From an optimization exercise on the open Yosys and OpenROAD flow, aimed at small area; shortcuts taken in it are not production practice.
In this exercise RTL edits were held to simulation tests only and were not proved equivalent to the original.
No driver is modelled on the clock port, so clocking that relies on it looks cheaper here than on a real chip.
Power is estimated from default activity; no workload was simulated.

==> design.v <==
module color_sharp_memory_display_driver (
    input clk_i,
    input reset_i,
    output logic vsync_o,
    output logic [15:0] addr_o,
    output logic read_valid_o,
    input [15:0] pixel_data_i,
    output logic intb_o,
    output logic bsp_o,
    output logic bck_o,
    output logic gsp_o,
    output logic gck_o,
    output logic gen_o,
    output logic vcom_o,
    output logic vb_o,
    output logic va_o,
    output logic [1:0] r_o,
    output logic [1:0] g_o,
    output logic [1:0] b_o
);
    logic [2:0] c;
    logic [6:0] b;
    logic [9:0] k;
    logic srf, sup;
    logic [11:0] u;
    logic h;
    logic [5:0] cap;
    wire c1 = (c == 3'd1);
    wire c7 = (c == 3'd7);
    wire b_last = (b == 7'd123);
    wire win = b_last && (c >= 3'd2);
    wire k_hi = k[9] && k[7];                        
    wire k644 = k[9] && (k[7:0] == 8'd132);          
    wire k646 = k[9] && (k[7:0] == 8'd134);          
    wire k647 = k[9] && (k[7:0] == 8'd135);          
    wire k0 = (k == 10'd0);
    wire tick = (c == 3'd4) && (b[1:0] == 2'd0);
    wire [12:0] u_inc = {1'b0, u} + {12'd0, tick};
    always_ff @(posedge clk_i) begin
        c <= c + 3'd1;
        if (c7) begin
            b <= b_last ? 7'd0 : b + 7'd1;
            if (b_last) k <= k647 ? 10'd0 : k + 10'd1;
            bck_o <= ~b[0];
        end
        if (c1 && b_last && k646 && !k[8]) srf <= 1'b0;
        if (c1) begin
            if (k[0] ^ b_last)
                cap <= {pixel_data_i[12], pixel_data_i[4], pixel_data_i[10],
                        pixel_data_i[2], pixel_data_i[8], pixel_data_i[0]};
            else
                cap <= {pixel_data_i[13], pixel_data_i[5], pixel_data_i[11],
                        pixel_data_i[3], pixel_data_i[9], pixel_data_i[1]};
            if (!k_hi && !srf) {r_o, g_o, b_o} <= cap;
        end
        if (b == 7'd61 && k646) gsp_o <= 1'b1;
        if (b == 7'd61 && k0) gsp_o <= 1'b0;
        if (b == 7'd25 && k644) intb_o <= 1'b0;
        if (b == 7'd30 && k646) intb_o <= 1'b1;
        if (b == 7'd20) gen_o <= !k0 && !(k_hi && k[2:0] != 3'd0);
        if (b == 7'd80) gen_o <= 1'b0;
        if (srf) begin
            u <= 12'd4064;
            h <= 1'b1;
            sup <= 1'b1;
        end else begin
            u <= u_inc[11:0] | (u_inc[12] ? 12'd971 : 12'd0);
            h <= h ^ u_inc[12];
            if (u_inc[12]) sup <= 1'b0;
        end
        if (reset_i) begin
            c <= 3'd0;
            b <= 7'd121;
            k <= 10'd898;
            bck_o <= 1'b0;
            srf <= 1'b1;
            sup <= 1'b1;
            u <= 12'd4064;
            h <= 1'b1;
            {r_o, g_o, b_o} <= 6'd0;
            gsp_o <= 1'b0;
            intb_o <= 1'b0;
            gen_o <= 1'b0;
        end
    end
    always_comb begin
        read_valid_o = (c == 3'd0) && !srf;
        addr_o = (srf || (sup && win && !k[0])) ? 16'd0 :
                 {k[7:0] | {8{k647}}, 1'b0, b};
        gck_o = k[0] ^ win;
        bsp_o = (b_last && c >= 3'd3) || (b == 7'd0) || (b == 7'd1 && c <= 3'd2);
        vsync_o = (k[9:1] == 9'b100111111) && (k[0] ^ (b_last && c >= 3'd3));
        va_o = !sup && !h;
        vcom_o = !sup && h;
        vb_o = !sup && h;
    end
endmodule
==> flow/run.sh <==
#!/bin/bash
# Own layout flow: the standard flow (standard.sh) with two changes.
#  1. Synthesis: the same ORFS synthesis script as the standard flow's (-nofsm -noshare,
#     flattened, $func$ nets renamed), but ORFS's adder cell mapping is
#     skipped and ABC maps the logic with an area-oriented script.  ABC does
#     not touch the flip-flops, so the registers (names and cell types) are
#     the standard synthesis's.
#  2. The port buffers are the smallest buffer cell (buf_1).
# Every tool's full output goes to standard.log here and to the ORFS logs
# under orfs/logs.
set -euo pipefail
W=$PWD
cat > $W/area.abc <<'EOT'
strash
ifraig
scorr
dc2
strash
dch -f
amap
topo
EOT
cat > $W/own_synth.tcl <<EOT
set ::env(ADDER_MAP_FILE) ""
proc synth {args} { yosys synth -nofsm -noshare {*}\$args }
proc abc {args} {
  set i [lsearch -exact \$args -script]
  if { \$i >= 0 } { set args [lreplace \$args \$i [expr {\$i + 1}] -script $W/area.abc] }
  set i [lsearch -exact \$args -D]
  if { \$i >= 0 } { set args [lreplace \$args \$i [expr {\$i + 1}]] }
  puts "own abc: \$args"
  yosys abc {*}\$args
}
source \$::env(SCRIPTS_DIR)/synth.tcl
# left out here: clear keep_hierarchy, flatten, clean up
yosys rename -hide {w:*\$func\$*}
write_verilog -noattr -nohex -nodec \$::env(RESULTS_DIR)/1_2_yosys.v
EOT
bash standard.sh finish SYNTH_SCRIPT=$W/own_synth.tcl \
  "BUFFER_PORTS_ARGS=-buffer_cell sky130_fd_sc_hd__buf_1" > standard.log 2>&1
==> standard.sh <==
#!/bin/bash
# synth_recipe.tcl (not shown) runs the flow's synth.tcl, then flattens the netlist and writes it again
# the make line also repeats each setting of config.mk as NAME=value (left out here)
make -C /OpenROAD-flow-scripts/flow DESIGN_CONFIG=/design/flow/config.mk WORK_HOME=/design/flow/orfs CLKGATE_MAP_FILE= SYNTH_SCRIPT=/design/flow/synth_recipe.tcl "${@:-finish}"
==> config.mk <==
export PLATFORM = sky130hd
export DESIGN_NAME = color_sharp_memory_display_driver
export DESIGN_NICKNAME = color_sharp_memory_display_driver
export VERILOG_FILES = /design/flow/design.v
export SDC_FILE = /design/flow/constraint.sdc
export NUM_CORES = 4
export LEC_CHECK = 0
export CAP_MARGIN = 20
export CORE_MARGIN = 2
export CORE_UTILIZATION = 40
export PLACE_DENSITY = 0.6
export SLEW_MARGIN = 20
==> constraint.sdc <==
create_clock -name core_clock -period 10.0 [get_ports {clk_i}]
set_input_delay 2.0000 -clock core_clock [delete_from_list [all_inputs] [get_ports {clk_i}]]
set_output_delay 2.0000 -clock core_clock [all_outputs]
set_load 0.01 [all_outputs]
==> results.cfg, run 1 <==
[die]
die_area_sq_um = 6190
ioPinCount = 51
initial_core_util_pct = 41.0
rows = 27
chipWidth_microns = 78.7
die_h_microns = 78.7
core_sq_um = 5440

[setup_path]
worstSetupStartpointType = flip-flop
cp.required_ps = 8000
arrival_ps = 2660
r2r-end = k[9]
worstPathCellList = nand2_1, nor4_1, clkinv_1, nor2_1, a31o_1, a21oi_1, buf_1
r2r_cells = 15
rrSetupSlack_ps = 6150
r2r-start = b[0]
cp_max_fo = 15
worst_path_largest_cell_delay_ps = 520
path_delay_family = simple AND/OR/NAND/NOR gates
cp.buffers_inverters = 2
path_class = flip-flop to primary output
end_kind = primary output
slowest_stage = nor4_1

[synth]
synth_mux_area_share_pct = 0
synth_edf_count = 6
netlist_area_sq_um = 2230
synthArstFlopShare_pct = 0
synth_nets = 302
syn_inst = 284
synthSimpleGateAreaFrac_pct = 28.8
synth.avg_cell_area_sq_um = 7.85
ys_ff_latch = 51
synth_xor_area_share_pct = 0
synth_compound_area_share_pct = 16.1
synth_top_family_by_area = simple AND/OR/NAND/NOR gates
yosysSeqAreaShare_pct = 48.5
synthFlopType = dfxtp_1
synth_fa_ha_area_share_pct = 0
ys_warn_count = 1
synth.distinct_cells = 36

[layout]
fin_area_sq_um = 2610
utilization_pct = 48.1
final_cell_mix = nor2_1, dfxtp_1, buf_1
nets = 353
drive_gt1_share_pct = 2.38
regArea_sq_um = 1080
multi_input_area_sq_um = 1010
area_growth_pct = 17.2
diodes = 0
final_common_cell = nor2_1
fillCellCount = 586

[place]
port_buffers = 45
place_hpwl_microns = 3780
gp_congestion = 0.818
placed_area_sq_um = 2480

[cts]
cts_max_level = 2
tritoncts = done
cts_max_path_buffers = 2
postCtsSetupBuffers = 0
postCtsResizedCells = 0
cts_made_buffers = 5
cts_hold_buf = 0
clkTransAtPathRegs_ps = 90
clk_latency_ps = 300
clock-sinks = 51
clockRootBuffer = clkbuf_8

[power_and_ir_drop]
leakagePower_uw = 0.000944
ir_drop_uv = 71.8
p_per_area_nw_per_um2 = 148

[grt]
track_usage_pct = 16.9
grt_overflow_total = 0
grt_pass1_vias = 1799
grt_pass1_wl_microns = 8200
antenna_found_initial = 0
grt_max_degree = 23

[sta]
min_period_ps = 4660
relSlewSlack_pct = 46.4
period_share_pct = 46.6
clock.fmax_mhz = 215
hold_viol = 0
fin_skew_ps = 6.65
rsz0062_at_grt = false
setup_viol = 0
drv_slew = 0
worstMarginPinSlew_ps = 797
setup_tns_ps = 0

[hold_path]
whs_path_depth = 1
min_from = c[0]
min_to = c[0]
min_path_type = flip-flop to flip-flop

[detailed_routing]
drt_wl_total_microns = 5020
wl_per_cell_microns = 12.3
first_iter_violations = 105
drcViolationCount = 0
via_count = 2070
dr.pass1.iters = 4
ant_nets = 0
vias_per_cell = 5.07

[job]
cap_violations = 0

[status]
run_status = finished clean
==> sequential cells by signal, summed over array words and instances (netlist names) <==
name and flops:
b 7, b_o 2, bck_o 1, c 3, cap 6, g_o 2
gen_o 1, gsp_o 1, h 1, intb_o 1, k 10, r_o 2
srf 1, sup 1, u 12
==> kinds of logic after synthesis <==
kind of cell / after synthesis
flops: 51
other cells: 1
buf+inv: 36
compound gates: 50
simple gates: 146
==> where the power goes <==
part	internal (uW)	total [uW]	switching, uW
Combinational	3.53	10.0	6.51
Sequential	210	211	1.19
Clock	100	167	67.1
==> worst max-delay path by stage <==
| stage | from | to | slack [ps] | cells past startpoint |
|---|---|---|---|---|
| 6_report | b[0] | addr_o[14] | 5340 | 7 |
| 5_1_grt | b[0] | addr_o[5] | 5070 | 7 |
| 4_1_cts | b[0] | addr_o[5] | 5320 | 7 |
| 3_5_place_dp | b[0] | addr_o[5] | 5670 | 7 |
| 3_3_place_gp | b[0] | addr_o[5] | 5680 | 7 |
| 2_1_floorplan | b[0] | vsync_o | 6300 | 6 |
==> synthesized netlist by cell type (2+ instances only) <==
| cell type | n | area [sq um] |
|---|---|---|
| a211oi_1 | 2 | 15.0 |
| a21oi_1 | 5 | 25.0 |
| a22o_1 | 6 | 52.6 |
| a22oi_1 | 7 | 52.6 |
| a31oi_1 | 2 | 12.5 |
| and2_0 | 2 | 12.5 |
| and3_1 | 9 | 56.3 |
| buf_4 | 2 | 15.0 |
| clkinv_1 | 34 | 128 |
| dfxtp_1 | 45 | 901 |
| edfxtp_1 | 6 | 180 |
| nand2_1 | 24 | 90.1 |
| nand3_1 | 8 | 40.0 |
| nand4_1 | 3 | 18.8 |
| nor2_1 | 74 | 278 |
| nor3_1 | 15 | 75.1 |
| nor4_1 | 4 | 25.0 |
| o211ai_1 | 5 | 37.5 |
| o21ai_0 | 10 | 50.1 |
| o22ai_1 | 2 | 12.5 |
| or3_1 | 2 | 12.5 |
| or4_1 | 3 | 22.5 |
==> layer usage <==
metal / vias up / part of all wire, % / global-route usage, %
met5: - / 0 / 0
met4: 0 / 1.3 / 5.26
met3: 5 / 4.2 / 3.91
met2: 37 / 44 / 27.3
met1: 937 / 50 / 22.5
li1: 1091 / - / -
==> layout make-up <==
| class | instances | area share (%) |
|---|---|---|
| Clock buffer | 6 | 2.78 |
| Timing Repair Buffer | 46 | 6.75 |
| Inverter | 34 | 4.88 |
| Clock inverter | 2 | 2.30 |
| Tap cell | 72 | 3.45 |
| Sequential cell | 51 | 41.4 |
| Multi-Input combinational cell | 197 | 38.5 |
==> per-stage QoR <==
step                total power (uW)  hold slack (ps)  std cells  setup WS [ps]
finish                           388              464        408           5340
global route                     402              488        408           5070
CTS                              393              468        408           5320
detailed placement               226              446        400           5670
global placement                 226              435        400           5680
floorplan                        221              427        284           6300
==> inputs of run 2 (changes only) <==
--- a/design.v
+++ b/design.v
@@ -34,6 +34,7 @@
     wire k646 = k[9] && (k[7:0] == 8'd134);          
     wire k647 = k[9] && (k[7:0] == 8'd135);          
     wire k0 = (k == 10'd0);
+    wire p61 = (b > 7'd61) || (b == 7'd61 && c != 3'd0);
     wire tick = (c == 3'd4) && (b[1:0] == 2'd0);
     wire [12:0] u_inc = {1'b0, u} + {12'd0, tick};
     always_ff @(posedge clk_i) begin
@@ -41,7 +42,6 @@
         if (c7) begin
             b <= b_last ? 7'd0 : b + 7'd1;
             if (b_last) k <= k647 ? 10'd0 : k + 10'd1;
-            bck_o <= ~b[0];
         end
         if (c1 && b_last && k646 && !k[8]) srf <= 1'b0;
         if (c1) begin
@@ -53,12 +53,8 @@
                         pixel_data_i[3], pixel_data_i[9], pixel_data_i[1]};
             if (!k_hi && !srf) {r_o, g_o, b_o} <= cap;
         end
-        if (b == 7'd61 && k646) gsp_o <= 1'b1;
-        if (b == 7'd61 && k0) gsp_o <= 1'b0;
         if (b == 7'd25 && k644) intb_o <= 1'b0;
         if (b == 7'd30 && k646) intb_o <= 1'b1;
-        if (b == 7'd20) gen_o <= !k0 && !(k_hi && k[2:0] != 3'd0);
-        if (b == 7'd80) gen_o <= 1'b0;
         if (srf) begin
             u <= 12'd4064;
             h <= 1'b1;
@@ -72,24 +68,25 @@
             c <= 3'd0;
             b <= 7'd121;
             k <= 10'd898;
-            bck_o <= 1'b0;
             srf <= 1'b1;
             sup <= 1'b1;
             u <= 12'd4064;
             h <= 1'b1;
             {r_o, g_o, b_o} <= 6'd0;
-            gsp_o <= 1'b0;
             intb_o <= 1'b0;
-            gen_o <= 1'b0;
         end
     end
     always_comb begin
         read_valid_o = (c == 3'd0) && !srf;
         addr_o = (srf || (sup && win && !k[0])) ? 16'd0 :
                  {k[7:0] | {8{k647}}, 1'b0, b};
+        bck_o = b[0] && !(k[9] && k[8] && k[2:0] == 3'b010 && !b[1]);
         gck_o = k[0] ^ win;
+        gsp_o = (k646 && p61) || k647 || (k0 && !p61);
         bsp_o = (b_last && c >= 3'd3) || (b == 7'd0) || (b == 7'd1 && c <= 3'd2);
         vsync_o = (k[9:1] == 9'b100111111) && (k[0] ^ (b_last && c >= 3'd3));
+        gen_o = !k0 && !(k_hi && k[2:0] != 3'd0) &&
+                ((b == 7'd20 && c != 3'd0) || (b > 7'd20 && b < 7'd80) || (b == 7'd80 && c == 3'd0));
         va_o = !sup && !h;
         vcom_o = !sup && h;
         vb_o = !sup && h;
--- a/flow/run.sh
+++ b/flow/run.sh
@@ -6,6 +6,7 @@
 #     not touch the flip-flops, so the registers (names and cell types) are
 #     the standard synthesis's.
 #  2. The port buffers are the smallest buffer cell (buf_1).
+#  3. Clock tree synthesis adds no dummy load cells.
 # Every tool's full output goes to standard.log here and to the ORFS logs
 # under orfs/logs.
 set -euo pipefail
@@ -37,4 +38,5 @@
 write_verilog -noattr -nohex -nodec \$::env(RESULTS_DIR)/1_2_yosys.v
 EOT
 bash standard.sh finish SYNTH_SCRIPT=$W/own_synth.tcl \
-  "BUFFER_PORTS_ARGS=-buffer_cell sky130_fd_sc_hd__buf_1" > standard.log 2>&1
+  "BUFFER_PORTS_ARGS=-buffer_cell sky130_fd_sc_hd__buf_1" \
+  "CTS_ARGS=-sink_clustering_enable -repair_clock_nets -dont_use_dummy_load" > standard.log 2>&1
==> results.cfg, run 2 <==
[status]
run_status = finished clean

[grt]
grt_pass1_vias = 1889
antenna_found_initial = 0
track_usage_pct = 16.4
grt_pass1_wl_microns = 8130
grt_max_degree = 22
grt_overflow_total = 0

[detailed_routing]
wl_per_cell_microns = 12.4
drt_wl_total_microns = 4940
vias_per_cell = 5.19
ant_nets = 0
drcViolationCount = 0
via_count = 2061
dr.pass1.iters = 4
first_iter_violations = 54

[die]
die_h_microns = 77.4
ioPinCount = 51
chipWidth_microns = 77.4
die_area_sq_um = 5990
initial_core_util_pct = 41.9
core_sq_um = 5140
rows = 26

[layout]
area_growth_pct = 14.8
finalNonFillerCells = 397
fin_area_sq_um = 2470
diodes = 0
final_cell_mix = nor2_1, buf_1, dfxtp_1
largestRegisters = u: 12 flops, k: 10 flops, b: 7 flops
regMostFlops = u
largest_reg_flops = 12
drive_gt1_share_pct = 1.83
nets = 347
final_common_cell = nor2_1
fillCellCount = 555

[setup_path]
arrival_ps = 2330
cp_max_fo = 6
worstSetupStartpointType = flip-flop
end_kind = primary output
cp.required_ps = 8000
path_class = flip-flop to primary output

[power_and_ir_drop]
fin_total_pwr_uw = 312
p_per_area_nw_per_um2 = 126
ir_drop_uv = 57.8
leakagePower_uw = 0.000890

[cts]
postCtsResizedCells = 0
postCtsSetupBuffers = 0
clk_latency_ps = 300
cts_made_buffers = 5
cts_hold_buf = 0
cts_max_level = 2
clock-sinks = 48
cts_max_path_buffers = 2
clockRootBuffer = clkbuf_8
clkTransAtPathRegs_ps = 90
tritoncts = done

[synth]
synth.avg_cell_area_sq_um = 7.75
synth_edf_count = 6
synth_common_cells = nor2_1, dfxtp_1, clkinv_1
synthFlopType = dfxtp_1
yosysSeqAreaShare_pct = 47.4
synth_nets = 296
synth.largest_area_cell = dfxtp_1
synth_area_leaders = dfxtp_1, nor2_1, edfxtp_1
synth.distinct_cells = 34
synth.most_common_cell = nor2_1
ys_warn_count = 1
ys_ff_latch = 48
synthArstFlopShare_pct = 0
syn_inst = 278
netlist_area_sq_um = 2150
yosysTopAreaCellShare_pct = 39.0

[sta]
relSlewSlack_pct = 45.6
setup_viol = 0
drv_slew = 0
worstMarginPinSlew_ps = 810
rsz0062_at_grt = false
hold_viol = 0
setup_tns_ps = 0
holdWs_ps = 477
min_period_ps = 4330
fin_skew_ps = 16.8
period_share_pct = 43.3
clock.fmax_mhz = 231

[place]
placed_area_sq_um = 2400
port_buffers = 45
numPlacedInstances = 392
gp_congestion = 0.843
place_hpwl_microns = 3710

[job]
cap_violations = 0

[hold_path]
min_path_type = flip-flop to flip-flop
==> run 2: power by group <==
part           leakage (uW)  internal (uW)  switching (uW)
clock network     0.0000359           45.2            57.5
registers          0.000396            198            1.29
logic              0.000458           3.95            6.83
total              0.000890            247            65.7
==> run 2: kinds of logic (layout without fill, tap and decap cells) <==
family | after synthesis | count (layout) | synth area share, %
other cells | 1 | 1 | 0.174
compound gates | 61 | 61 | 18.8
buf+inv | 35 | 84 | 6.45
simple gates | 133 | 133 | 27.2
flops | 48 | 48 | 47.4
==> run 2: worst max-delay path, stage by stage (launching register included) <==
cell,delay [ps]
dfxtp_1,370
clkinv_1,140
nor2_1,200
clkinv_1,110
or3_1,400
nor3_1,230
clkinv_1,230
a21oi_1,190
buf_1,170
==> run 2: path summary, 6_finish.rpt <==
| path | start | to | slack (ps) | depth (start not counted) |
|---|---|---|---|---|
| worst min-delay path | c[0] | c[0] | 480 | 1 |
| worst min register to register | c[0] | c[0] | 480 | 1 |
| worst max-delay path | k[9] | addr_o[14] | 5670 | 8 |
| worst max register to register | b[0] | h | 7330 | 11 |
==> run 2: cell type report <==
type,count,area (sq um),share of cell area [%]
sequential,48,1020,41.3
multi-input combinational,195,995,40.2
timing repair buffer,46,176,7.14
inverter,33,124,5.01
tap,70,87.6,3.54
clock buffer,5,68.8,2.78
==> run 2: through the flow <==
step           util, %  setup slack, ps
5_1_grt           48.1             5410
4_1_cts           48.1             5660
3_3_place_gp      46.8             6020
6_report          48.1             5670
2_1_floorplan        -             6340
3_5_place_dp      46.8             6020
==> run 2: metal layers <==
metal  global-route usage [%]  vias to the layer above  routed length (microns)
li1                         -                     1071                        -
met3                     3.14                        6                      191
met5                        0                        -                        0
met4                     3.75                        0                       39
met2                     27.3                       49                     2230
met1                     22.2                      935                     2480
==> inputs of run 3 (changes only) <==
--- a/flow/run.sh
+++ b/flow/run.sh
@@ -17,6 +17,9 @@
 scorr
 dc2
 strash
+&get -n
+&deepsyn -T 30
+&put
 dch -f
 amap
 topo
==> results.cfg, run 3 <==
[synth]
synth.avg_cell_area_sq_um = 7.93
netlist_area_sq_um = 2120
synth_common_cells = nor2_1, dfxtp_1, clkinv_1
ys_ff_latch = 48
syn_inst = 268
yosysSeqAreaShare_pct = 48.1
synthFlopType = dfxtp_1
synth.largest_area_cell = dfxtp_1
yosysTopAreaCellShare_pct = 39.6
synth_edf_count = 6
ys_warn_count = 1
synthArstFlopShare_pct = 0
synth_area_leaders = dfxtp_1, nor2_1, edfxtp_1
synth.distinct_cells = 30
synth.most_common_cell = nor2_1
synth_nets = 286

[sta]
min_period_ps = 4620
holdWs_ps = 455
period_share_pct = 46.2
hold_viol = 0
setup_viol = 0
drv_slew = 0
clock.fmax_mhz = 216
worstMarginPinSlew_ps = 773
rsz0062_at_grt = false
fin_skew_ps = 15.4
relSlewSlack_pct = 48.0
setup_tns_ps = 0

[layout]
final_cell_mix = nor2_1, buf_1, dfxtp_1
drive_gt1_share_pct = 1.58
regMostFlops = u
fillCellCount = 554
diodes = 0
largestRegisters = u: 12 flops, k: 10 flops, b: 7 flops
finalNonFillerCells = 386
largest_reg_flops = 12
fin_area_sq_um = 2430
nets = 336
final_common_cell = nor2_1
area_growth_pct = 14.6

[cts]
tritoncts = done
clockRootBuffer = clkbuf_8
clock-sinks = 48
cts_hold_buf = 0
postCtsResizedCells = 0
clk_latency_ps = 300
cts_max_path_buffers = 2
clkTransAtPathRegs_ps = 90
cts_made_buffers = 5
postCtsSetupBuffers = 0
cts_max_level = 2

[die]
die_h_microns = 76.9
die_area_sq_um = 5910
ioPinCount = 51
initial_core_util_pct = 41.6
rows = 26
core_sq_um = 5110
chipWidth_microns = 76.9

[grt]
grt_max_degree = 16
antenna_found_initial = 0
grt_overflow_total = 0
grt_pass1_vias = 1847
track_usage_pct = 17.2
grt_pass1_wl_microns = 8290

[setup_path]
path_class = primary input to flip-flop
arrival_ps = 4810
end_kind = flip-flop
cp_max_fo = 14
cp.required_ps = 10200
worstSetupStartpointType = primary input

[power_and_ir_drop]
p_per_area_nw_per_um2 = 129
leakagePower_uw = 0.000858
fin_total_pwr_uw = 314
ir_drop_uv = 74.1

[detailed_routing]
vias_per_cell = 5.23
drt_wl_total_microns = 4940
via_count = 2017
wl_per_cell_microns = 12.8
drcViolationCount = 0
first_iter_violations = 72
dr.pass1.iters = 4
ant_nets = 0

[hold_path]
min_path_type = flip-flop to flip-flop

[place]
placed_area_sq_um = 2370
place_hpwl_microns = 3670
port_buffers = 45
gp_congestion = 0.860
numPlacedInstances = 381

[status]
run_status = finished clean

[job]
cap_violations = 0
[run 3: worst max-delay path, stage by stage]
cell	delay (ps)
buf_1	310
nor2_1	660
clkinv_1	370
nor3_1	730
clkinv_1	390
a32o_1	350
[run 3: final timing paths]
| path | start | to | slack, ps | cells past startpoint |
|---|---|---|---|---|
| setup / recovery | reset_i | r_o[0] | 5380 | 6 |
| hold / removal | intb_o | intb_o | 460 | 2 |
| setup reg to reg | b[4] | k[9] | 6300 | 15 |
| hold reg to reg | intb_o | intb_o | 460 | 2 |
[run 3: layer usage]
metal | GRT usage, % | part of all wire [%] | wire length [microns]
met5 | 0 | 0 | 0
met4 | 4.36 | 1.2 | 60
met3 | 4.71 | 6.4 | 318
met2 | 28.2 | 44 | 2190
met1 | 22.5 | 48 | 2380
[run 3: area by class of cell]
| type | instances | area, sq um | share of cell area (%) |
|---|---|---|---|
| Timing Repair Buffer | 45 | 169 | 6.94 |
| Inverter | 36 | 135 | 5.55 |
| Sequential cell | 48 | 1020 | 41.9 |
| Clock buffer | 5 | 68.8 | 2.83 |
| Multi-Input combinational cell | 182 | 953 | 39.2 |
| Tap cell | 70 | 87.6 | 3.60 |
[run 3: cells by family (layout without fill, tap and decap cells)]
logic type,Yosys count,in the layout,synth area share (%)
simple gates,123,123,25.4
compound gates,58,58,19.3
flops,48,48,48.1
buf+inv,38,86,7.07
other cells,1,1,0.177
[run 3: per-stage QoR]
stage	setup slack [ps]	utilization, %
after floorplan	6220	-
after global placement	5090	46.3
after detailed placement	5020	46.3
after CTS	5330	47.7
after global routing	5070	47.7
final	5380	47.7
[run 3: power by group]
group	switching (uW)	total, uW	leakage (uW)	internal (uW)
Combinational	7.69	11.5	0.000426	3.80
Clock	58.6	104	0.0000359	45.2
Sequential	1.32	199	0.000396	198
==> inputs of run 4 (changes only) <==
--- a/design.v
+++ b/design.v
@@ -19,11 +19,15 @@
     output logic [1:0] b_o
 );
     logic [2:0] c;
-    logic [6:0] b;
-    logic [9:0] k;
+    logic [6:0] bn;
+    logic [9:0] kn;
+    wire [6:0] b = ~bn;
+    wire [9:0] k = ~kn;
     logic srf, sup;
-    logic [11:0] u;
-    logic h;
+    logic [11:0] un;
+    wire [11:0] u = ~un;
+    logic hn;
+    wire h = ~hn;
     logic [5:0] cap;
     wire c1 = (c == 3'd1);
     wire c7 = (c == 3'd7);
@@ -40,8 +44,8 @@
     always_ff @(posedge clk_i) begin
         c <= c + 3'd1;
         if (c7) begin
-            b <= b_last ? 7'd0 : b + 7'd1;
-            if (b_last) k <= k647 ? 10'd0 : k + 10'd1;
+            bn <= ~(b_last ? 7'd0 : b + 7'd1);
+            if (b_last) kn <= ~(k647 ? 10'd0 : k + 10'd1);
         end
         if (c1 && b_last && k646 && !k[8]) srf <= 1'b0;
         if (c1) begin
@@ -56,22 +60,22 @@
         if (b == 7'd25 && k644) intb_o <= 1'b0;
         if (b == 7'd30 && k646) intb_o <= 1'b1;
         if (srf) begin
-            u <= 12'd4064;
-            h <= 1'b1;
+            un <= ~12'd4064;
+            hn <= 1'b0;
             sup <= 1'b1;
         end else begin
-            u <= u_inc[11:0] | (u_inc[12] ? 12'd971 : 12'd0);
-            h <= h ^ u_inc[12];
+            un <= ~(u_inc[11:0] | (u_inc[12] ? 12'd971 : 12'd0));
+            hn <= ~(h ^ u_inc[12]);
             if (u_inc[12]) sup <= 1'b0;
         end
         if (reset_i) begin
             c <= 3'd0;
-            b <= 7'd121;
-            k <= 10'd898;
+            bn <= ~7'd121;
+            kn <= ~10'd898;
             srf <= 1'b1;
             sup <= 1'b1;
-            u <= 12'd4064;
-            h <= 1'b1;
+            un <= ~12'd4064;
+            hn <= 1'b0;
             {r_o, g_o, b_o} <= 6'd0;
             intb_o <= 1'b0;
         end
==> results.cfg, run 4 <==
[layout]
drive_gt1_share_pct = 1.94
fillCellCount = 555
final_common_cell = nor2_1
fin_area_sq_um = 2400
multi_input_area_sq_um = 941
regArea_sq_um = 1020
largestRegisters = un: 12 flops, kn: 10 flops, bn: 7 flops
regMostFlops = un
finalNonFillerCells = 380
nets = 330
final_cell_mix = nor2_1, buf_1, dfxtp_1
diodes = 0
area_growth_pct = 15.3
largest_reg_flops = 12

[synth]
synth_area_leaders = dfxtp_1, nor2_1, edfxtp_1
yosysTopAreaCellShare_pct = 40.4
ys_warn_count = 1
synthArstFlopShare_pct = 0
netlist_area_sq_um = 2080
synth_common_cells = nor2_1, dfxtp_1, clkinv_1
synth.largest_area_cell = dfxtp_1
yosysSeqAreaShare_pct = 49.0
synth_nets = 279
synth.avg_cell_area_sq_um = 7.98
synthFlopType = dfxtp_1
synth_edf_count = 6
synth.distinct_cells = 31
synth_mux_area_share_pct = 0
synthSimpleGateAreaFrac_pct = 23.1
synth_fa_ha_area_share_pct = 0
syn_inst = 261
ys_ff_latch = 48
synth_top_family_by_area = simple AND/OR/NAND/NOR gates
synth_xor_area_share_pct = 0
synth.most_common_cell = nor2_1
synth_compound_area_share_pct = 21.9

[place]
gp_congestion = 0.815
numPlacedInstances = 375
port_buffers = 45
placed_area_sq_um = 2330
place_hpwl_microns = 3350

[setup_path]
path_class = flip-flop to primary output
end_kind = primary output
r2r-end = kn[9]
cp-startpoint = bn[3]
rrSetupSlack_ps = 6410
r2r_cells = 14
arrival_ps = 2740
cp_max_fo = 14
setup.worst_path.end = addr_o[14]
r2r-start = bn[3]
worstSetupStartpointType = flip-flop
cp.required_ps = 8000

[sta]
relSlewSlack_pct = 49.4
drv_slew = 0
rsz0062_at_grt = false
fin_skew_ps = 20.0
clock.fmax_mhz = 211
worstMarginPinSlew_ps = 753
hold_viol = 0
setup_viol = 0
setup_tns_ps = 0
min_period_ps = 4740
period_share_pct = 47.4

[die]
rows = 26
initial_core_util_pct = 41.0
ioPinCount = 51
die_h_microns = 76.1
chipWidth_microns = 76.1
die_area_sq_um = 5800
core_sq_um = 5070

[detailed_routing]
ant_nets = 0
wl_met3_microns = 188
dr.pass1.iters = 4
via_count = 1888
vias_per_cell = 4.97
wl_per_cell_microns = 11.7
drcViolationCount = 0
drt_wl_total_microns = 4450
first_iter_violations = 74
wl_met1_microns = 2220
top_layer = met4
route.met2.wl_microns = 1980

[grt]
grt_pass1_wl_microns = 7620
grt_overflow_total = 0
track_usage_pct = 16.1
grt_max_degree = 21
antenna_found_initial = 0
grt_pass1_vias = 1663

[cts]
clkTransAtPathRegs_ps = 70
postCtsResizedCells = 0
cts_made_buffers = 5
cts_max_path_buffers = 2
cts_max_level = 2
postCtsSetupBuffers = 0
cts_hold_buf = 0
tritoncts = done
clk_latency_ps = 300
clockRootBuffer = clkbuf_8
clock-sinks = 48

[power_and_ir_drop]
power.net_switching_uw = 65.5
leakagePower_uw = 0.000793
p_per_area_nw_per_um2 = 130
p_clk_share_pct = 32.8
fin_total_pwr_uw = 312
switching_share_pct = 21.0
seq_power_share_pct = 63.7
ir_drop_uv = 59.3
p_comb_share_pct = 3.5
intPower_uw = 247

[job]
cap_violations = 0

[hold_path]
whs_path_depth = 2
min_path_type = flip-flop to flip-flop

[status]
run_status = finished clean
==> run 4: layout make-up <==
cell class	instances	share of cell area, %
Clock buffer	5	2.87
Inverter	28	4.38
Multi-Input combinational cell	183	39.2
Sequential cell	48	42.5
Tap cell	70	3.65
Timing Repair Buffer	46	7.35
==> run 4: power by group through the flow <==
stage / Sequential [uW] / Clock, uW / Combinational, uW
floorplan: 203 / 0 / 6.47
global placement: 203 / 0 / 11.0
detailed placement: 203 / 0 / 11.0
CTS: 199 / 107 / 11.0
global route: 199 / 114 / 12.4
finish: 199 / 103 / 10.8
==> run 4: cell families (layout without fill, tap and decap cells) <==
family	after synthesis	after routing
other	1	1
AOI/OAI and AO/OA	67	67
buffers and inverters	30	79
DFF	48	48
and+or+nand+nor	115	115
==> run 4: how the worst min path moves through the flow <==
stage	start	end	slack [ps]
3_3_place_gp	un[7]	un[7]	440
3_5_place_dp	un[7]	un[7]	450
6_report	un[6]	un[6]	460
2_1_floorplan	c[0]	c[0]	430
4_1_cts	un[7]	un[7]	460
5_1_grt	un[4]	un[4]	490
==> run 4: routing by layer <==
layer  up-vias  GRT usage [%]
met3         8           3.32
met2        40           25.0
li1       1013              -
met1       827           22.2
met5         -              0
met4         0           5.64
==> run 4: worst max-delay path, cell delays in order (launching register included) <==
cell	delay, ps
dfxtp_1	360
or2_0	270
nor2_1	160
clkinv_1	100
nor4_1	320
clkinv_1	220
nor2_1	200
a31o_1	520
o21ai_0	150
buf_1	150
==> run 4: through the flow <==
stage          utilization, %  hold WS (ps)  setup WS, ps
2_1_floorplan               -           430          6090
3_3_place_gp             45.9           440          5490
3_5_place_dp             45.9           446          5520
4_1_cts                  47.3           459          5210
5_1_grt                  47.3           491          4860
6_report                 47.3           458          5260
==> inputs of run 5 (changes only) <==
--- a/design.v
+++ b/design.v
@@ -48,13 +48,13 @@
             if (b_last) kn <= ~(k647 ? 10'd0 : k + 10'd1);
         end
         if (c1 && b_last && k646 && !k[8]) srf <= 1'b0;
+        if (k[0])
+            cap <= {pixel_data_i[12], pixel_data_i[4], pixel_data_i[10],
+                    pixel_data_i[2], pixel_data_i[8], pixel_data_i[0]};
+        else
+            cap <= {pixel_data_i[13], pixel_data_i[5], pixel_data_i[11],
+                    pixel_data_i[3], pixel_data_i[9], pixel_data_i[1]};
         if (c1) begin
-            if (k[0] ^ b_last)
-                cap <= {pixel_data_i[12], pixel_data_i[4], pixel_data_i[10],
-                        pixel_data_i[2], pixel_data_i[8], pixel_data_i[0]};
-            else
-                cap <= {pixel_data_i[13], pixel_data_i[5], pixel_data_i[11],
-                        pixel_data_i[3], pixel_data_i[9], pixel_data_i[1]};
             if (!k_hi && !srf) {r_o, g_o, b_o} <= cap;
         end
         if (b == 7'd25 && k644) intb_o <= 1'b0;
==> results.cfg, run 5 <==
[status]
run_status = finished clean

[sta]
rsz0062_at_grt = false
setup_viol = 0
fin_skew_ps = 18.5
min_period_ps = 4290
clock.fmax_mhz = 233
holdWs_ps = 444
relSlewSlack_pct = 47.2
period_share_pct = 42.9
setup_tns_ps = 0
hold_viol = 0
worstMarginPinSlew_ps = 786
drv_slew = 0

[power_and_ir_drop]
leakagePower_uw = 0.000787
p_clk_share_pct = 33.4
seq_power_share_pct = 63.5
p_comb_share_pct = 3.1
power.net_switching_uw = 63.9
p_per_area_nw_per_um2 = 130
switching_share_pct = 20.9
intPower_uw = 242
ir_drop_uv = 58.1

[synth]
synth_common_cells = nor2_1, dfxtp_1, clkinv_1
ys_warn_count = 1
synth.largest_area_cell = dfxtp_1
synthFlopType = dfxtp_1
synth_nets = 287
yosysSeqAreaShare_pct = 47.0
ys_ff_latch = 48
synth.avg_cell_area_sq_um = 7.60
syn_inst = 269
synth.most_common_cell = nor2_1
synthArstFlopShare_pct = 0
netlist_area_sq_um = 2050
yosysTopAreaCellShare_pct = 47.0
synth.distinct_cells = 28
synth_edf_count = 0
synth_area_leaders = dfxtp_1, nor2_1, clkinv_1

[die]
rows = 26
core_sq_um = 5010
die_area_sq_um = 5700
initial_core_util_pct = 40.8
chipWidth_microns = 75.5
die_h_microns = 75.5
ioPinCount = 51

[detailed_routing]
drt_wl_total_microns = 4550
wl_per_cell_microns = 11.7
ant_nets = 0
vias_per_cell = 4.97
drcViolationCount = 0
via_count = 1928
first_iter_violations = 109
dr.pass1.iters = 4

[setup_path]
worstSetupStartpointType = flip-flop
arrival_ps = 2290
cp_max_fo = 14
r2r_cells = 17
path_class = flip-flop to primary output
end_kind = primary output
cp.required_ps = 8000

[layout]
largest_reg_flops = 12
final_common_cell = nor2_1
fillCellCount = 541
drive_gt1_share_pct = 1.89
largestRegisters = un: 12 flops, kn: 10 flops, bn: 7 flops
nets = 338
diodes = 0
regMostFlops = un
final_cell_mix = nor2_1, dfxtp_1, buf_1
area_growth_pct = 15.5

[cts]
cts_made_buffers = 5
cts_hold_buf = 0
postCtsResizedCells = 0
clock-sinks = 48
clk_latency_ps = 300
postCtsSetupBuffers = 0
tritoncts = done
cts_max_path_buffers = 2
clockRootBuffer = clkbuf_8
cts_max_level = 2
clkTransAtPathRegs_ps = 90

[grt]
antenna_found_initial = 0
track_usage_pct = 16.5
grt_overflow_total = 0
grt_pass1_vias = 1628
grt_pass1_wl_microns = 7180
grt_max_degree = 20

[place]
port_buffers = 45
gp_congestion = 0.858
place_hpwl_microns = 3400

[hold_path]
min_path_type = flip-flop to flip-flop
whs_path_depth = 1

[job]
cap_violations = 0
[run 5: changes by cell type after synthesis, sizes merged, moves of 4 or more]
| cell | previous run | this run |
|---|---|---|
| clkinv | 28 | 35 |
| dfxtp | 42 | 48 |
| edfxtp | 6 | 0 |
| nand3 | 7 | 3 |
| nand4 | 1 | 5 |
| nor3 | 7 | 12 |
[run 5: routing by layer]
metal	GRT usage (%)	wire [microns]
met3	3.57	159
met5	0	0
met2	27.0	2100
met4	4.68	58
met1	22.0	2240
[run 5: cell families (layout without fill, tap and decap cells)]
family / after synthesis / count (layout) / synth area share [%]
buf+inv: 37 / 86 / 7.16
simple gates: 119 / 119 / 24.7
other cells: 1 / 1 / 0.183
compound gates: 64 / 64 / 21.0
flops: 48 / 48 / 47.0
[run 5: cell type report]
type / instances / area, sq um / area share (%)
Sequential cell: 48 / 961 / 40.7
Multi-Input combinational cell: 184 / 938 / 39.7
Timing Repair Buffer: 46 / 176 / 7.46
Inverter: 35 / 131 / 5.56
Tap cell: 70 / 87.6 / 3.71
Clock buffer: 5 / 68.8 / 2.91
[run 5: power by group through the flow]
stage	combinational [uW]	sequential [uW]	clock [uW]
6_report	9.60	194	102
3_5_place_dp	9.60	199	0
3_3_place_gp	9.58	199	0
4_1_cts	9.64	194	106
2_1_floorplan	5.43	199	0
5_1_grt	11.1	195	113
[run 5: metrics by stage]
stage	instance area [sq um]	util (%)	power (uW)	worst slack, ps	std cells
after global placement	2290	45.8	208	5520	383
after floorplan	2050	-	204	6420	269
after CTS	2360	47.2	310	5660	388
after detailed placement	2290	45.8	208	5500	383
after global routing	2360	47.2	319	5390	388
final	2360	47.2	306	5710	388
[run 5: critical path, cell delays in order, from the launching register on]
cell and delay (ps):
dfxtp_1 390, clkinv_1 90, nand4_1 130, nor3_1 220, nand2_1 170, nor2_1 190
a31o_1 500, o21ai_0 160, buf_1 150
[run 5: worst paths after layout]
kind,slack [ps],to,start
max,5710,addr_o[11],bn[0]
max reg2reg,6430,hn,bn[0]
min reg2reg,440,r_o[1],cap[5]
min,440,r_o[1],cap[5]
==> inputs of run 6 (changes only) <==
--- a/design.v
+++ b/design.v
@@ -36,7 +36,7 @@
     wire k_hi = k[9] && k[7];                        
     wire k644 = k[9] && (k[7:0] == 8'd132);          
     wire k646 = k[9] && (k[7:0] == 8'd134);          
-    wire k647 = k[9] && (k[7:0] == 8'd135);          
+    wire k647 = k[9] && k[8] && k[6];                
     wire k0 = (k == 10'd0);
     wire p61 = (b > 7'd61) || (b == 7'd61 && c != 3'd0);
     wire tick = (c == 3'd4) && (b[1:0] == 2'd0);
@@ -45,7 +45,7 @@
         c <= c + 3'd1;
         if (c7) begin
             bn <= ~(b_last ? 7'd0 : b + 7'd1);
-            if (b_last) kn <= ~(k647 ? 10'd0 : k + 10'd1);
+            if (b_last) kn <= ~(k646 ? 10'd1023 : k + 10'd1);
         end
         if (c1 && b_last && k646 && !k[8]) srf <= 1'b0;
         if (k[0])
@@ -83,7 +83,7 @@
     always_comb begin
         read_valid_o = (c == 3'd0) && !srf;
         addr_o = (srf || (sup && win && !k[0])) ? 16'd0 :
-                 {k[7:0] | {8{k647}}, 1'b0, b};
+                 {k[7:0], 1'b0, b};
         bck_o = b[0] && !(k[9] && k[8] && k[2:0] == 3'b010 && !b[1]);
         gck_o = k[0] ^ win;
         gsp_o = (k646 && p61) || k647 || (k0 && !p61);
==> results.cfg, run 6 <==
[sta]
relSlewSlack_pct = 40.5
rsz0062_at_grt = false
min_period_ps = 4500
period_share_pct = 45.0
fin_skew_ps = 13.2
drv_slew = 0
hold_viol = 0
setup_viol = 0
setup_tns_ps = 0
worstMarginPinSlew_ps = 893
clock.fmax_mhz = 222

[cts]
cts_hold_buf = 0
clk_latency_ps = 300
postCtsSetupBuffers = 0
cts_max_path_buffers = 2
cts_max_level = 2
postCtsResizedCells = 0
clkTransAtPathRegs_ps = 90
clock-sinks = 48
tritoncts = done
cts_made_buffers = 5
clockRootBuffer = clkbuf_8

[grt]
track_usage_pct = 17.1
grt_max_degree = 19
grt_pass1_vias = 1671
grtUsageMet3_pct = 4.95
antenna_found_initial = 0
use_met1_pct = 22.5
grt_pass1_wl_microns = 7390
met2_usage_pct = 26.9
grt_overflow_total = 0
grt-busiest-layer = met2

[synth]
synth_edf_count = 0
synth.most_common_cell = nor2_1
synthFlopType = dfxtp_1
netlist_area_sq_um = 2030
syn_inst = 264
yosysSeqAreaShare_pct = 47.4
synth_common_cells = nor2_1, dfxtp_1, clkinv_1
synth.distinct_cells = 30
synth.largest_area_cell = dfxtp_1
synthArstFlopShare_pct = 0
synth_area_leaders = dfxtp_1, nor2_1, clkinv_1
ys_warn_count = 1
synth_nets = 282
synth.avg_cell_area_sq_um = 7.67
yosysTopAreaCellShare_pct = 47.4
ys_ff_latch = 48

[job]
cap_violations = 0

[status]
run_status = finished clean

[layout]
area_growth_pct = 15.1
final_cell_mix = nor2_1, dfxtp_1, buf_1
largest_reg_flops = 12
fillCellCount = 506
diodes = 0
largestRegisters = un: 12 flops, kn: 10 flops, bn: 7 flops
final_common_cell = nor2_1
regMostFlops = un
drive_gt1_share_pct = 1.60
nets = 332

[detailed_routing]
via_count = 1860
first_iter_violations = 50
drt_wl_total_microns = 4480
vias_per_cell = 4.91
wl_per_cell_microns = 11.8
ant_nets = 0
dr.pass1.iters = 4
drcViolationCount = 0

[power_and_ir_drop]
p_per_area_nw_per_um2 = 132
ir_drop_uv = 69.4
leakagePower_uw = 0.000803
fin_total_pwr_uw = 307

[die]
rows = 25
die_area_sq_um = 5650
chipWidth_microns = 75.2
core_sq_um = 4820
die_h_microns = 75.2
ioPinCount = 51
initial_core_util_pct = 42.1

[setup_path]
cp_max_fo = 18
worstSetupStartpointType = primary input
arrival_ps = 4680
cp.required_ps = 10190
end_kind = flip-flop
path_class = primary input to flip-flop
rrSetupSlack_ps = 6560

[place]
place_hpwl_microns = 3350
port_buffers = 45
gp_congestion = 0.847

[hold_path]
min_path_type = flip-flop to flip-flop
==> run 6: kinds of logic (layout without fill, tap and decap cells) <==
family                 count (synthesis)  count (layout)  synth area share [%]
AO/OA/AOI/OAI                         59              59                  20.6
buffers and inverters                 34              82                  6.67
flip-flops                            48              48                  47.4
other                                  1               1                 0.185
AND/OR/NAND/NOR                      122             122                  25.1
==> run 6: power by group <==
group / switching [uW] / leakage (uW) / internal [uW]
sequential: 1.34 / 0.000390 / 193
combinational: 5.57 / 0.000377 / 3.24
clock: 58.4 / 0.0000359 / 45.2
total: 65.4 / 0.000803 / 242
==> run 6: worst paths after layout <==
check,cells after the start,to,from
max,6,g_o[0],reset_i
min,1,b_o[1],cap[1]
max reg2reg,16,hn,c[0]
min reg2reg,1,b_o[1],cap[1]
==> run 6: critical path, cell delays in order <==
cell and delay, ps:
buf_1 360, nor2_1 520, clkinv_1 340, nor3_1 720
clkinv_1 390, a32o_1 340
==> run 6: area by class of cell <==
cell class / instances / area, sq um / area share (%)
well taps: 67 / 83.8 / 3.59
flip-flops and latches: 48 / 961 / 41.2
clock buffers: 5 / 68.8 / 2.95
inverters: 32 / 120 / 5.15
repair buffers: 45 / 169 / 7.24
multi-input cells: 182 / 930 / 39.9
==> run 6: per-layer routing <==
metal	part of all wire [%]	wire length, microns
met1	50	2240
met5	0	0
met4	1.4	63
met2	43	1950
met3	5.0	225
==> run 6: through the flow <==
step	util [%]	worst slack (ps)	hold WS (ps)	cells	instance area, sq um
6_report	48.4	5500	449	379	2330
5_1_grt	48.4	5250	470	379	2330
3_3_place_gp	47.0	5230	420	374	2260
3_5_place_dp	47.0	5180	430	374	2260
4_1_cts	48.4	5500	454	379	2330
2_1_floorplan	-	6320	416	264	2030
==> inputs of run 7 (changes only) <==
--- a/flow/run.sh
+++ b/flow/run.sh
@@ -1,12 +1,15 @@
 #!/bin/bash
-# Own layout flow: the standard flow (standard.sh) with two changes.
+# Own layout flow: the standard flow (standard.sh) with these changes.
 #  1. Synthesis: the same ORFS synthesis script as the standard flow's (-nofsm -noshare,
 #     flattened, $func$ nets renamed), but ORFS's adder cell mapping is
 #     skipped and ABC maps the logic with an area-oriented script.  ABC does
 #     not touch the flip-flops, so the registers (names and cell types) are
 #     the standard synthesis's.
 #  2. The port buffers are the smallest buffer cell (buf_1).
-#  3. Clock tree synthesis adds no dummy load cells.
+#  3. Clock tree synthesis adds no dummy load cells, and after it each clock
+#     buffer is downsized (clk_resize.tcl) to the smallest clkbuf that keeps
+#     the flip-flop clock-pin slew under 100 ps; then the standard flow goes
+#     on from the resized clock tree.
 # Every tool's full output goes to standard.log here and to the ORFS logs
 # under orfs/logs.
 set -euo pipefail
@@ -16,6 +19,12 @@
 ifraig
 scorr
 dc2
+strash
+&get -n
+&deepsyn -T 30
+&put
+dch -f
+amap
 strash
 &get -n
 &deepsyn -T 30
@@ -40,6 +49,11 @@
 yosys rename -hide {w:*\$func\$*}
 write_verilog -noattr -nohex -nodec \$::env(RESULTS_DIR)/1_2_yosys.v
 EOT
+bash standard.sh cts SYNTH_SCRIPT=$W/own_synth.tcl \
+  "BUFFER_PORTS_ARGS=-buffer_cell sky130_fd_sc_hd__buf_1" \
+  "CTS_ARGS=-sink_clustering_enable -repair_clock_nets -dont_use_dummy_load" > standard_cts.log 2>&1
+RES=$W/orfs/results/sky130hd/color_sharp_memory_display_driver/base LIB=$FLOW_HOME/platforms/sky130hd/lib/sky130_fd_sc_hd__tt_025C_1v80.lib \
+  openroad -no_init -exit $W/flow/clk_resize.tcl > clk_resize.log 2>&1
 bash standard.sh finish SYNTH_SCRIPT=$W/own_synth.tcl \
   "BUFFER_PORTS_ARGS=-buffer_cell sky130_fd_sc_hd__buf_1" \
   "CTS_ARGS=-sink_clustering_enable -repair_clock_nets -dont_use_dummy_load" > standard.log 2>&1
==> flow/clk_resize.tcl (new file) <==
# Downsize each clock tree buffer to the smallest clkbuf whose flip-flop clock
# pins still see a slew below the target (placement parasitics).
set res $::env(RES)
read_db $res/4_cts.odb
read_liberty $::env(LIB)
read_sdc $res/4_cts.sdc
source $::env(FLOW_HOME)/platforms/sky130hd/setRC.tcl
set_propagated_clock [all_clocks]
set target 0.100
proc max_clk_slew {} {
  estimate_parasitics -placement
  set mx 0
  foreach p [get_pins -hierarchical */CLK] {
    foreach prop {slew_max_rise slew_max_fall} {
      set s [get_property $p $prop]
      if {$s > $mx} {set mx $s}
    }
  }
  return $mx
}
puts "start max clock-pin slew [max_clk_slew]"
set bufs {}
foreach inst [[ord::get_db_block] getInsts] {
  set m [[$inst getMaster] getName]
  if {[string match sky130_fd_sc_hd__clkbuf_* $m]} { lappend bufs [list [$inst getName] $m] }
}
foreach b $bufs {
  lassign $b name orig
  set best $orig
  foreach size {sky130_fd_sc_hd__clkbuf_2 sky130_fd_sc_hd__clkbuf_4 sky130_fd_sc_hd__clkbuf_8} {
    if {$size eq $orig} break
    replace_cell [get_cells $name] $size
    set s [max_clk_slew]
    if {$s < $target} { set best $size; break }
  }
  replace_cell [get_cells $name] $best
  puts "clock buffer $name: $orig -> $best"
}
puts "end max clock-pin slew [max_clk_slew]"
write_db $res/4_cts.odb
==> results.cfg, run 7 <==
[synth]
synth.largest_area_cell = dfxtp_1
synthArstFlopShare_pct = 0
synth.avg_cell_area_sq_um = 7.68
synth.most_common_cell = nor2_1
synth_common_cells = nor2_1, dfxtp_1, clkinv_1
synth_nets = 280
ys_ff_latch = 48
yosysTopAreaCellShare_pct = 47.7
synthFlopType = dfxtp_1
synth.distinct_cells = 27
synth_area_leaders = dfxtp_1, nor2_1, clkinv_1
syn_inst = 262
synth_edf_count = 0
netlist_area_sq_um = 2010
yosysSeqAreaShare_pct = 47.7
ys_warn_count = 1

[setup_path]
worstSetupStartpointType = flip-flop
rrSetupSlack_ps = 6390
end_kind = primary output
cp.required_ps = 8000
path_class = flip-flop to primary output
path_delay_family = simple AND/OR/NAND/NOR gates
cp_max_fo = 14
cp.buffers_inverters = 2
worstPathCellList = clkinv_1, or4_1, or2_0, o21ai_0, buf_1
slowest_stage = dfxtp_1
arrival_ps = 2750
worst_path_largest_cell_delay_ps = 660

[power_and_ir_drop]
leakagePower_uw = 0.000801
power.net_switching_uw = 64.7
p_per_area_nw_per_um2 = 129
ir_drop_uv = 60.0
switching_share_pct = 21.6
p_comb_share_pct = 3.0
seq_power_share_pct = 64.9
p_clk_share_pct = 32.1
fin_total_pwr_uw = 300
intPower_uw = 235

[cts]
postCtsSetupBuffers = 0
cts_max_level = 2
clockRootBuffer = clkbuf_8
postCtsResizedCells = 0
cts_max_path_buffers = 2
clkTransAtPathRegs_ps = 90
cts_hold_buf = 0
tritoncts = done
clock-sinks = 48
cts_made_buffers = 5
clk_latency_ps = 380

[layout]
largestRegisters = un: 12 flops, kn: 10 flops, bn: 7 flops
nets = 331
regMostFlops = un
finalNonFillerCells = 378
largest_reg_flops = 12
final_common_cell = nor2_1
area_growth_pct = 15.2
fillCellCount = 495
multi_input_area_sq_um = 921
diodes = 0
drive_gt1_share_pct = 1.93
final_cell_mix = nor2_1, dfxtp_1, buf_1
regArea_sq_um = 961

[die]
chipWidth_microns = 74.9
rows = 25
core_sq_um = 4790
die_area_sq_um = 5620
die_h_microns = 74.9
initial_core_util_pct = 42.1
ioPinCount = 51

[place]
place_hpwl_microns = 3320
gp_congestion = 0.875
numPlacedInstances = 373
port_buffers = 45

[sta]
min_period_ps = 4750
setup_viol = 0
clock.fmax_mhz = 210
relSlewSlack_pct = 45.2
worstMarginPinSlew_ps = 816
drv_slew = 0
holdWs_ps = 444
hold_viol = 0
period_share_pct = 47.5
setup_tns_ps = 0
rsz0062_at_grt = false
fin_skew_ps = 15.8

[detailed_routing]
drcViolationCount = 0
dr.pass1.iters = 4
ant_nets = 0
first_iter_violations = 116
vias_per_cell = 4.94
via_count = 1869
wl_per_cell_microns = 11.8
drt_wl_total_microns = 4460

[job]
cap_violations = 0

[grt]
grt_overflow_total = 0
track_usage_pct = 17.0
antenna_found_initial = 0
grt_max_degree = 18
grt_pass1_wl_microns = 7270
grt_pass1_vias = 1576

[hold_path]
min_path_type = flip-flop to flip-flop

[status]
run_status = finished clean
run 7: cell types whose count changed after synthesis, moves of 2 or more:
cell	previous run	this run
nor2_1	67	63
a41oi_1	2	0
a22o_1	0	6
a21oi_1	13	16
o22a_1	6	0
run 7: through the flow:
stage               instance area, sq um  util [%]  setup WS (ps)
finish                              2320      48.4           5250
global route                        2320      48.4           5090
CTS                                 2330      48.6           5320
detailed placement                  2260      47.2           5550
global placement                    2260      47.2           5560
floorplan                           2010         -           6190
run 7: area by class of cell:
| cell class | instances | share of cell area [%] |
|---|---|---|
| inverters | 31 | 5.02 |
| multi-input cells | 181 | 39.7 |
| flip-flops and latches | 48 | 41.4 |
| clock buffers | 5 | 2.59 |
| well taps | 67 | 3.62 |
| repair buffers | 46 | 7.61 |
run 7: cell families after synthesis:
logic type                count (synthesis)  synth area share (%)
and+or+nand+nor                         120                  25.3
other                                     1                 0.186
xor gates and xnor gates                  1                 0.435
AOI/OAI and AO/OA                        59                  19.8
buffers and inverters                    33                  6.53
DFF                                      48                  47.7
run 7: layer usage:
metal,vias up,part of all wire (%),GRT usage [%]
met5,-,0,0
met4,0,1.7,7.14
met3,7,3.8,2.81
met2,39,43,24.7
met1,821,52,24.9
li1,1002,-,-
run 7: power groups by stage:
| stage | sequential, uW | clock, uW | combinational (uW) |
|---|---|---|---|
| after global placement | 199 | 0 | 9.03 |
| after detailed placement | 199 | 0 | 9.13 |
| after global routing | 195 | 105 | 10.6 |
| final | 195 | 96.3 | 9.01 |
| after floorplan | 199 | 0 | 5.08 |
| after CTS | 195 | 107 | 9.20 |
run 7: path summary, 6_finish.rpt:
| kind | to | start | cells past startpoint |
|---|---|---|---|
| setup reg to reg | hn | bn[0] | 17 |
| hold / removal | g_o[0] | cap[2] | 1 |
| setup / recovery | gsp_o | kn[0] | 5 |
| hold reg to reg | g_o[0] | cap[2] | 1 |
==> inputs of run 8 (changes only) <==
--- a/flow/run.sh
+++ b/flow/run.sh
@@ -26,9 +26,6 @@
 dch -f
 amap
 strash
-&get -n
-&deepsyn -T 30
-&put
 dch -f
 amap
 topo
==> results.cfg, run 8 <==
[synth]
synth_edf_count = 0
synth.distinct_cells = 30
yosysTopAreaCellShare_pct = 48.1
yosysSeqAreaShare_pct = 48.1
syn_inst = 261
synthFlopType = dfxtp_1
synth.largest_area_cell = dfxtp_1
netlist_area_sq_um = 2000
synth_area_leaders = dfxtp_1, nor2_1, nand2_1
ys_ff_latch = 48
synth_common_cells = nor2_1, dfxtp_1, nand2_1
synth_nets = 279
synth.most_common_cell = nor2_1
ys_warn_count = 1
synth.avg_cell_area_sq_um = 7.66
synthArstFlopShare_pct = 0

[sta]
period_share_pct = 45.8
relSlewSlack_pct = 57.1
fin_skew_ps = 13.6
worstMarginPinSlew_ps = 642
setup_tns_ps = 0
drv_slew = 0
clock.fmax_mhz = 218
rsz0062_at_grt = false
setup_viol = 0
hold_viol = 0
min_period_ps = 4580

[cts]
tritoncts = done
postCtsResizedCells = 0
cts_max_level = 2
cts_made_buffers = 5
cts_max_path_buffers = 2
cts_hold_buf = 0
postCtsSetupBuffers = 0
clkTransAtPathRegs_ps = 80
clockRootBuffer = clkbuf_8
clock-sinks = 48
clk_latency_ps = 370

[layout]
largest_reg_flops = 12
largestRegisters = un: 12 flops, kn: 10 flops, bn: 7 flops
area_growth_pct = 15.3
diodes = 0
fin_area_sq_um = 2300
nets = 330
regMostFlops = un
drive_gt1_share_pct = 1.94
final_cell_mix = nor2_1, dfxtp_1, buf_1
final_common_cell = nor2_1

[detailed_routing]
drt_wl_total_microns = 4490
wl_per_cell_microns = 11.9
drcViolationCount = 0
first_iter_violations = 57
ant_nets = 0
vias_per_cell = 4.94
via_count = 1862
dr.pass1.iters = 4

[grt]
grt_pass1_wl_microns = 7190
grt_overflow_total = 0
grt_pass1_vias = 1629
track_usage_pct = 16.8
grt_max_degree = 18
antenna_found_initial = 0

[setup_path]
cp_max_fo = 15
path_class = flip-flop to primary output
worstSetupStartpointType = flip-flop
cp.required_ps = 8000
end_kind = primary output
arrival_ps = 2580

[power_and_ir_drop]
leakagePower_uw = 0.000807
ir_drop_uv = 66.8
p_per_area_nw_per_um2 = 130

[die]
die_h_microns = 74.7
core_sq_um = 4790
initial_core_util_pct = 41.8
rows = 25
ioPinCount = 51
die_area_sq_um = 5580
chipWidth_microns = 74.7

[place]
gp_congestion = 0.811
place_hpwl_microns = 3350
placed_area_sq_um = 2240
port_buffers = 45

[status]
run_status = finished clean

[job]
cap_violations = 0

[hold_path]
min_path_type = flip-flop to flip-flop
==> run 8: through the flow <==
stage	power (uW)	hold WS (ps)	util, %	setup WS [ps]	cells
floorplan	204	416	-	6290	261
global placement	208	419	46.9	5770	372
detailed placement	208	424	46.9	5800	372
CTS	310	447	48.3	5460	377
global route	312	468	48.2	5230	377
finish	299	441	48.2	5420	377
==> run 8: power breakdown <==
part / total, uW / switching (uW) / internal (uW)
logic: 9.27 / 5.64 / 3.63
clock network: 95.1 / 56.8 / 38.3
registers: 195 / 1.38 / 193
total: 299 / 63.9 / 235
==> run 8: critical path: stages, from the launching register on <==
cell and delay, ps:
dfxtp_1 680, clkinv_1 400, or4_1 500, or2_0 270
o221ai_1 190, buf_1 180
==> run 8: final cells by class <==
cell class,instances,area (sq um)
clock buffer,5,60.1
timing repair buffer,46,176
multi-input combinational,185,926
tap,67,83.8
fill,512,2480
sequential,48,961
inverter,26,97.6
==> run 8: cells by family (layout without fill, tap and decap cells) <==
kind of cell / Yosys count / count (layout) / share of synthesized area [%]
AO/OA/AOI/OAI: 62 / 62 / 20.5
AND/OR/NAND/NOR: 121 / 121 / 25.2
XOR/XNOR: 1 / 1 / 0.438
flip-flops: 48 / 48 / 48.1
buffers and inverters: 28 / 77 / 5.63
other: 1 / 1 / 0.188
==> run 8: path summary, 6_finish.rpt <==
check	start	slack (ps)	depth (start not counted)	endpoint
worst max-delay path	kn[0]	5420	5	gsp_o
worst min-delay path	cap[1]	440	1	b_o[1]
worst max register to register	bn[1]	6430	17	hn
worst min register to register	cap[1]	440	1	b_o[1]
==> run 8: metal layers <==
layer / vias to the layer above / part of all wire [%] / track usage, %
li1: 1002 / - / -
met1: 807 / 50 / 22.0
met2: 49 / 44 / 26.5
met3: 4 / 4.9 / 4.55
met4: 0 / 1.0 / 6.35
met5: - / 0 / 0
==> inputs of run 9 (changes only) <==
--- a/design.v
+++ b/design.v
@@ -38,6 +38,9 @@
     wire k646 = k[9] && (k[7:0] == 8'd134);          
     wire k647 = k[9] && k[8] && k[6];                
     wire k0 = (k == 10'd0);
+    wire k645 = k[9] && (k[7:0] == 8'd133);
+    wire p25 = (b > 7'd25) || (b == 7'd25 && c != 3'd0);
+    wire p30 = (b > 7'd30) || (b == 7'd30 && c != 3'd0);
     wire p61 = (b > 7'd61) || (b == 7'd61 && c != 3'd0);
     wire tick = (c == 3'd4) && (b[1:0] == 2'd0);
     wire [12:0] u_inc = {1'b0, u} + {12'd0, tick};
@@ -57,8 +60,6 @@
         if (c1) begin
             if (!k_hi && !srf) {r_o, g_o, b_o} <= cap;
         end
-        if (b == 7'd25 && k644) intb_o <= 1'b0;
-        if (b == 7'd30 && k646) intb_o <= 1'b1;
         if (srf) begin
             un <= ~12'd4064;
             hn <= 1'b0;
@@ -77,7 +78,6 @@
             un <= ~12'd4064;
             hn <= 1'b0;
             {r_o, g_o, b_o} <= 6'd0;
-            intb_o <= 1'b0;
         end
     end
     always_comb begin
@@ -86,6 +86,8 @@
                  {k[7:0], 1'b0, b};
         bck_o = b[0] && !(k[9] && k[8] && k[2:0] == 3'b010 && !b[1]);
         gck_o = k[0] ^ win;
+        intb_o = !((k644 && p25) || k645 || (k646 && !p30) ||
+                   (k[9] && k[8] && !(k[2] && k[1])));
         gsp_o = (k646 && p61) || k647 || (k0 && !p61);
         bsp_o = (b_last && c >= 3'd3) || (b == 7'd0) || (b == 7'd1 && c <= 3'd2);
         vsync_o = (k[9:1] == 9'b100111111) && (k[0] ^ (b_last && c >= 3'd3));
==> results.cfg, run 9 <==
[status]
run_status = finished clean

[sta]
worstMarginPinSlew_ps = 819
period_share_pct = 46.2
fin_skew_ps = 21.7
hold_viol = 0
relSlewSlack_pct = 45.0
min_period_ps = 4620
setup_tns_ps = 0
setup_viol = 0
rsz0062_at_grt = false
clock.fmax_mhz = 217
drv_slew = 0

[synth]
synth.avg_cell_area_sq_um = 7.70
yosysTopAreaCellShare_pct = 47.2
yosysSeqAreaShare_pct = 47.2
synthFlopType = dfxtp_1
synth_nets = 277
netlist_area_sq_um = 1990
synth_common_cells = nor2_1, dfxtp_1, clkinv_1
syn_inst = 259
synthArstFlopShare_pct = 0
ys_ff_latch = 47
ys_warn_count = 1
synth_edf_count = 0
synth.distinct_cells = 30
synth.largest_area_cell = dfxtp_1
synth_area_leaders = dfxtp_1, nor2_1, a21oi_1
synth.most_common_cell = nor2_1

[die]
ioPinCount = 51
die_area_sq_um = 5570
die_h_microns = 74.6
rows = 25
initial_core_util_pct = 41.9
chipWidth_microns = 74.6
core_sq_um = 4750

[place]
place_hpwl_microns = 3300
port_buffers = 45
gp_congestion = 0.805

[layout]
regMostFlops = un
utilization_pct = 48.4
area_growth_pct = 15.3
largestRegisters = un: 12 flops, kn: 10 flops, bn: 7 flops
diodes = 0
regArea_sq_um = 941
final_cell_mix = nor2_1, dfxtp_1, buf_1
drive_gt1_share_pct = 1.95
largest_reg_flops = 12
multi_input_area_sq_um = 937
fillCellCount = 501
nets = 328
final_common_cell = nor2_1

[power_and_ir_drop]
ir_drop_uv = 69.3
p_per_area_nw_per_um2 = 128
leakagePower_uw = 0.000775

[hold_path]
min_path_type = flip-flop to flip-flop

[detailed_routing]
ant_nets = 0
wl_per_cell_microns = 11.9
first_iter_violations = 95
dr.pass1.iters = 4
vias_per_cell = 4.92
via_count = 1846
drcViolationCount = 0
drt_wl_total_microns = 4460

[grt]
grt_max_degree = 16
grt_pass1_vias = 1616
grt_overflow_total = 0
grtUsageMet3_pct = 4.02
use_met1_pct = 24.0
met2_usage_pct = 25.9
track_usage_pct = 17.0
grt-busiest-layer = met2
grt_pass1_wl_microns = 7270
antenna_found_initial = 0

[cts]
postCtsResizedCells = 0
clock-sinks = 47
tritoncts = done
clockRootBuffer = clkbuf_8
cts_made_buffers = 5
cts_max_path_buffers = 2
clkTransAtPathRegs_ps = 90
cts_hold_buf = 0
cts_max_level = 2
clk_latency_ps = 370
postCtsSetupBuffers = 0

[job]
cap_violations = 0

[setup_path]
path_class = flip-flop to primary output
cp_max_fo = 14
worstSetupStartpointType = flip-flop
end_kind = primary output
arrival_ps = 2620
cp.required_ps = 8000
## run 9: cell types whose count changed after synthesis, sizes merged, moves of 2 or more
cell   previous run  this run
nor3              9        12
a21oi            19        22
or3               1         4
nand4             2         4
nand3             6         2
a31oi             3         1
nand2            32        23
## run 9: worst max-delay path: stages (launching register included)
cell and delay [ps]:
dfxtp_1 370, nor2_1 170, clkinv_1 150, nor3_1 360, nand4_1 270, nor2_1 220
a31o_1 500, nor2_1 80, buf_1 140
## run 9: cells by family (layout without fill, tap and decap cells)
kind of cell / Yosys count / after routing / share of synthesized area, %
compound gates: 68 / 68 / 22.5
buf+inv: 29 / 78 / 5.83
flops: 47 / 47 / 47.2
other cells: 1 / 1 / 0.188
simple gates: 114 / 114 / 24.3
## run 9: cell type report
class	instances	area share, %
flip-flops and latches	47	40.9
repair buffers	46	7.67
multi-input cells	183	40.8
inverters	27	4.41
clock buffers	5	2.61
well taps	67	3.65
## run 9: stage by stage
step | hold WS, ps | total power [uW] | area [sq um] | setup WS [ps] | cells
finish | 439 | 294 | 2300 | 5380 | 375
global route | 472 | 305 | 2300 | 5120 | 375
CTS | 443 | 306 | 2310 | 5440 | 375
detailed placement | 428 | 205 | 2240 | 5750 | 370
global placement | 420 | 205 | 2240 | 5740 | 370
floorplan | 416 | 200 | 1990 | 6270 | 259
## run 9: metal layers
| metal | part of all wire (%) | wire, microns |
|---|---|---|
| met5 | 0 | 0 |
| met4 | 1.2 | 54 |
| met3 | 3.9 | 172 |
| met2 | 43 | 1900 |
| met1 | 52 | 2340 |
## run 9: final timing paths
check                                   to  cells past startpoint  startpoint  slack (ps)
worst max register to register          hn                     17        c[1]        6240
worst min-delay path                g_o[1]                      1      cap[3]         440
worst min register to register      g_o[1]                      1      cap[3]         440
worst max-delay path            addr_o[11]                      8       bn[3]        5380
## run 9: report_power, final
group          leakage, uW  switching (uW)  internal [uW]
clock network    0.0000329            55.2           38.2
logic             0.000360            5.93           4.03
registers         0.000382            1.30            189
total             0.000775            62.4            232

afterwards: timing with drivers on the ports:
Ports are ideal in the flow. The routed layouts listed here were re-timed in OpenROAD. Step 1 sets driving cells, clkbuf_16 on the clock port and buf_2 on the other inputs (assumed; they add their load-dependent delay and slew). Step 2 adds t to the input delays and takes it off the output delays; t is the mean of the earliest and latest rising clock arrival at the registers after step 1. Input paths then give back, and output paths get back, about the clock's delay inside the block. Slacks: ideal ports / drivers / drivers and shift; pairs: ideal ports / drivers.
| run | shift t [ns] | slack for setup (ns) | latest minus earliest clock arrival (ns) |
|---|---|---|---|
| run 1 | 0.327 | 5.341 / 5.311 / 5.637 | 0.007 / 0.007 |
| run 2 | 0.316 | 5.667 / 5.640 / 5.956 | 0.017 / 0.017 |
| run 3 | 0.312 | 5.381 / 5.385 / 5.072 | 0.016 / 0.017 |
| run 4 | 0.319 | 5.260 / 5.235 / 5.554 | 0.020 / 0.020 |
| run 5 | 0.318 | 5.711 / 5.683 / 5.566 | 0.019 / 0.019 |
| run 6 | 0.322 | 5.503 / 5.512 / 5.191 | 0.013 / 0.013 |
| run 7 | 0.400 | 5.247 / 5.222 / 5.570 | 0.017 / 0.017 |
| run 8 | 0.387 | 5.418 / 5.394 / 5.781 | 0.014 / 0.014 |
| run 9 | 0.386 | 5.385 / 5.360 / 5.746 | 0.021 / 0.022 |
After both steps setup and hold are still met in every run listed. For run 6, which loses most, drivers alone change the setup slack by +0.009 ns; drivers and shift together by -0.312 ns.
